What follows belongs to an exercise in optimizing a design on an open flow for small area and a short achievable clock period; a production flow would make more cautious choices.
Function was checked by simulation only, so behaviour that the tests miss may differ from the original.
No activity file was given, so power comes from the tool's default toggle rates.

== exp/tundra ==
## fpm
module fpm(
    input [32:1] a,
    input [32:1] b,
    input clk,
    input rst,
    input in_valid,
    output [32:1] c,
    output out_valid
    );
reg [2:0] vld;
always @(posedge clk)
    if (!rst)
        vld <= 0;
    else
        vld <= {vld[1:0], in_valid};
assign out_valid = vld[2];
wire one1;
wire two2;
wire neg3;
wire bp4;
wire bp5;
wire bp6;
wire bp7;
wire bp8;
wire bp9;
wire bp10;
wire bp11;
wire bp12;
wire bp13;
wire bp14;
wire bp15;
wire bp16;
wire bp17;
wire bp18;
wire bp19;
wire bp20;
wire bp21;
wire bp22;
wire bp23;
wire bp24;
wire bp25;
wire bp26;
wire bp27;
wire bp28;
wire nn29;
wire one30;
wire two31;
wire neg32;
wire bp33;
wire bp34;
wire bp35;
wire bp36;
wire bp37;
wire bp38;
wire bp39;
wire bp40;
wire bp41;
wire bp42;
wire bp43;
wire bp44;
wire bp45;
wire bp46;
wire bp47;
wire bp48;
wire bp49;
wire bp50;
wire bp51;
wire bp52;
wire bp53;
wire bp54;
wire bp55;
wire bp56;
wire bp57;
wire nn58;
wire one59;
wire two60;
wire neg61;
wire bp62;
wire bp63;
wire bp64;
wire bp65;
wire bp66;
wire bp67;
wire bp68;
wire bp69;
wire bp70;
wire bp71;
wire bp72;
wire bp73;
wire bp74;
wire bp75;
wire bp76;
wire bp77;
wire bp78;
wire bp79;
wire bp80;
wire bp81;
wire bp82;
wire bp83;
wire bp84;
wire bp85;
wire bp86;
wire nn87;
wire one88;
wire two89;
wire neg90;
wire bp91;
wire bp92;
wire bp93;
wire bp94;
wire bp95;
wire bp96;
wire bp97;
wire bp98;
wire bp99;
wire bp100;
wire bp101;
wire bp102;
wire bp103;
wire bp104;
wire bp105;
wire bp106;
wire bp107;
wire bp108;
wire bp109;
wire bp110;
wire bp111;
wire bp112;
wire bp113;
wire bp114;
wire bp115;
wire nn116;
wire one117;
wire two118;
wire neg119;
  ...
For scale: roughly 1700 cells after synthesis, about 280 flip-flops, about 100 I/O pins, ~0.020 sq mm of cells after synthesis.
export LEC_CHECK = 0
export CAP_MARGIN = 50
export CORE_MARGIN = 2
export CORE_UTILIZATION = 60
export CTS_BUF_LIST = sky130_fd_sc_hd__clkbuf_16
export CTS_CLUSTER_DIAMETER = 80
export CTS_CLUSTER_SIZE = 40
export SETUP_SLACK_MARGIN = 2.7
export SLEW_MARGIN = 70
export SYNTH_HIERARCHICAL = 1
export SYNTH_MINIMUM_KEEP_SIZE = 0
export TNS_END_PERCENT = 0
create_clock -name core_clock -period 5.0 [get_ports {clk}]
standard.sh (not shown) runs the stock make flow with config.mk's settings and CLKGATE_MAP_FILE= SYNTH_SCRIPT=/design/flow/synth_recipe.tcl, a recipe that flattens the netlist after the stock synthesis.
==> flow/flow/run.sh <==
#!/bin/bash
set -euo pipefail
export BUFFER_PORTS_ARGS="-buffer_cell sky130_fd_sc_hd__buf_2"
bash standard.sh > standard.log 2>&1
Inputs modified between exp/tundra and exp/indigo:
- swapping 40 for 18 in CTS_CLUSTER_SIZE
- swapping sky130_fd_sc_hd__clkbuf_16 for sky130_fd_sc_hd__clkbuf_8 in CTS_BUF_LIST
- swapping 80 for 50 in CTS_CLUSTER_DIAMETER
- swapping 2.7 for 2.4 in SETUP_SLACK_MARGIN
- Taking exp/tundra as the reference, in exp/indigo clock period minus worst slack now sits lower, count of cells along the worst register-to-register path higher, maximum frequency increased by 1.8% relative to the old numbers, starting density of the core essentially unchanged.
- exp/indigo vs exp/tundra, destination of the critical timing path: q1_s503$_DFF_P_ vs q1_s603$_DFF_P_
- Compared with exp/tundra, in exp/indigo data arrival at the endpoint of the critical path climbed 50 ps; fraction of area in registers climbed 0.20 points; total of endpoints with negative setup slack in the final report barely changed; final clock period utilization by the worst path dropped 1.0 points.
- Every stage of the flow completed for exp/indigo, and the final layout passed the timing, DRC and antenna checks.
## Diff of input files: exp/zinc against exp/indigo
- changing SETUP_SLACK_MARGIN from 2.4 to 2.7
- setting PLACE_DENSITY_LB_ADDON to 0.2 for the first time
==> comparison <==
Compared with exp/indigo, exp/zinc shows a number of non-clock buffers in the layout that is 8.5% higher.
exp/zinc ended up with a higher detailed-route via count than exp/indigo did.
Post-cts gate resize count for exp/zinc is lower than for exp/indigo.
Comparing exp/indigo and exp/zinc, the higher part of the total power dissipated in the clock network is on exp/zinc.
Delta (exp/zinc minus exp/indigo): sequential share of layout area saw a decrease; post-route cell area saw an increase.
Final critical-path required period on exp/zinc is behind exp/indigo.
The following lists how exp/sierra was set up differently from exp/zinc:
- removing PLACE_DENSITY_LB_ADDON (formerly 0.2)
- changing SETUP_SLACK_MARGIN from 2.7 to 2.25
Changes observed in exp/sierra relative to exp/zinc: amount of wire on met2 after detailed routing now smaller; met1 usage comparable; sum of routed wire length over all layers now smaller; cell area now smaller.
Relative to exp/zinc, the maximum level of the CTS H-tree of exp/sierra is lower by 1.
Delta (exp/sierra minus exp/zinc): global-route wire length before repair -4.5%; area growth from synthesis to layout decreased by 3.1 points relative to the old numbers; via count lower.
Relative to exp/zinc, exp/sierra degrades worst hold margin.
Going from exp/zinc to exp/sierra, sequential fraction of total cell area rose 0.62 points; total power shows a reduction of 0.19 mW.

---

## run 1
Starting RTL as in the previous note.
==> flow/design.v (excerpt) <==
module fpm(
    input [32:1] a,
    input [32:1] b,
    input clk,
    input rst,
    input in_valid,
    output [32:1] c,
    output out_valid
    );
reg [2:0] vld;
always @(posedge clk)
    if (!rst)
        vld <= 0;
    else
        vld <= {vld[1:0], in_valid};
assign out_valid = vld[2];
wire one1;
wire two2;
wire neg3;
wire bp4;
wire bp5;
wire bp6;
wire bp7;
wire bp8;
wire bp9;
wire bp10;
wire bp11;
wire bp12;
wire bp13;
wire bp14;
wire bp15;
wire bp16;
wire bp17;
wire bp18;
wire bp19;
wire bp20;
wire bp21;
wire bp22;
wire bp23;
wire bp24;
wire bp25;
wire bp26;
wire bp27;
wire bp28;
wire nn29;
wire one30;
wire two31;
wire neg32;
wire bp33;
wire bp34;
wire bp35;
wire bp36;
wire bp37;
wire bp38;
wire bp39;
wire bp40;
wire bp41;
wire bp42;
wire bp43;
wire bp44;
wire bp45;
wire bp46;
wire bp47;
wire bp48;
wire bp49;
wire bp50;
wire bp51;
wire bp52;
wire bp53;
wire bp54;
wire bp55;
wire bp56;
wire bp57;
wire nn58;
wire one59;
wire two60;
wire neg61;
wire bp62;
wire bp63;
wire bp64;
wire bp65;
wire bp66;
wire bp67;
wire bp68;
wire bp69;
wire bp70;
wire bp71;
wire bp72;
wire bp73;
wire bp74;
wire bp75;
wire bp76;
wire bp77;
wire bp78;
wire bp79;
wire bp80;
wire bp81;
wire bp82;
wire bp83;
wire bp84;
wire bp85;
wire bp86;
wire nn87;
wire one88;
wire two89;
wire neg90;
wire bp91;
wire bp92;
wire bp93;
wire bp94;
wire bp95;
wire bp96;
wire bp97;
wire bp98;
wire bp99;
wire bp100;
wire bp101;
wire bp102;
wire bp103;
wire bp104;
wire bp105;
wire bp106;
wire bp107;
wire bp108;
wire bp109;
wire bp110;
wire bp111;
wire bp112;
wire bp113;
wire bp114;
wire bp115;
  ...
Settings: LEC_CHECK=0, CAP_MARGIN=50, CORE_MARGIN=2, CORE_UTILIZATION=60, SETUP_SLACK_MARGIN=2.7, SLEW_MARGIN=70, SYNTH_HIERARCHICAL=1, SYNTH_MINIMUM_KEEP_SIZE=0, TNS_END_PERCENT=0; clock period 5.0 ns.
Scripts as last shown in full above: flow/flow/run.sh
Run 1 | status: complete | timing, DRC, antenna: pass
The inputs of run 2 differ from those of run 1 as listed below.
Settings: GPL_ROUTABILITY_DRIVEN newly set to 0; CTS_BUF_LIST newly set to sky130_fd_sc_hd__clkbuf_8; CTS_CLUSTER_DIAMETER newly set to 50; CTS_CLUSTER_SIZE newly set to 18.
==> run summary <==
Run 2 | status: complete | timing, DRC, antenna: pass
Re total of clock buffers placed in the layout: run 2 and run 1 aren't equal, and the higher value belongs to run 2.
Delta (run 2 minus run 1): tightest hold margin now smaller; placed standard-cell area comparable; setup slack now smaller.
Summary: with run 1 as the reference, routed wire length in run 2 moved up slightly.
Compared with run 1, run 2 shows first-pass GRT wire length that has gone down slightly.
Diff run 1 -> run 2 | signal arrival time at the worst endpoint | increase of 0.03 ns
#### Input delta (run 3 over run 2)
Settings: swapping 50 for 60 in CTS_CLUSTER_DIAMETER; swapping 18 for 25 in CTS_CLUSTER_SIZE; swapping sky130_fd_sc_hd__clkbuf_8 for sky130_fd_sc_hd__clkbuf_8 sky130_fd_sc_hd__clkbuf_16 in CTS_BUF_LIST; clearing GPL_ROUTABILITY_DRIVEN, which used to be 0.
==> run summary <==
Sort run 3 and run 2 by fmax, ascending, and run 3 comes first. Re combinational power: run 3 and run 2 aren't equal, and the higher value belongs to run 2. Re cell leakage power: run 3 is about 1% up on run 2. Changes observed in run 3 relative to run 2: detailed-route wire length went down by about 2.6%, setup slack went down by 0.0098 ns.

what the ideal ports hide:
Ports are ideal in the flow. The routed layouts listed here were re-timed in OpenROAD.
Step 1: set_driving_cell puts a clkbuf_16 on clk and a buf_2 on each other input, an assumption about the parent block.
Step 2, shift: input delay + t, output delay - t, t = (earliest + latest rising clock arrival at the registers) / 2. This alone moves slack from input paths to output paths.
Three values: ideal ports, drivers, drivers and shift; two values: the first two.
| run | t, ns | slack for setup (ns) | hold slack, ns | worst register clock-pin slew, ns | worst slew at a driven data input, ns |
|---|---|---|---|---|---|
| exp/tundra | 0.581 | 2.148 / 2.068 / 1.487 | 0.339 / 0.339 / 0.339 | 0.12 / 0.12 | 0.20 |
| exp/indigo | 0.691 | 2.200 / 2.096 / 1.406 | 0.319 / 0.319 / 0.319 | 0.10 / 0.10 | 0.17 |
| exp/zinc | 0.596 | 2.101 / 1.988 / 1.392 | 0.329 / 0.329 / 0.329 | 0.09 / 0.09 | 0.19 |
| exp/sierra | 0.694 | 2.132 / 2.065 / 1.371 | 0.320 / 0.320 / 0.320 | 0.10 / 0.10 | 0.16 |
| run 1 | 0.647 | 2.220 / 2.143 / 1.496 | 0.327 / 0.327 / 0.327 | 0.07 / 0.07 | 0.19 |
| run 2 | 0.621 | 2.208 / 2.118 / 1.497 | 0.323 / 0.323 / 0.323 | 0.10 / 0.10 | 0.21 |
| run 3 | 0.621 | 2.198 / 2.097 / 1.476 | 0.330 / 0.330 / 0.330 | 0.09 / 0.09 | 0.20 |
After both steps every run listed still meets setup and hold. For exp/indigo, which loses most, drivers alone change the setup slack by -0.104 ns; drivers and shift together by -0.794 ns.
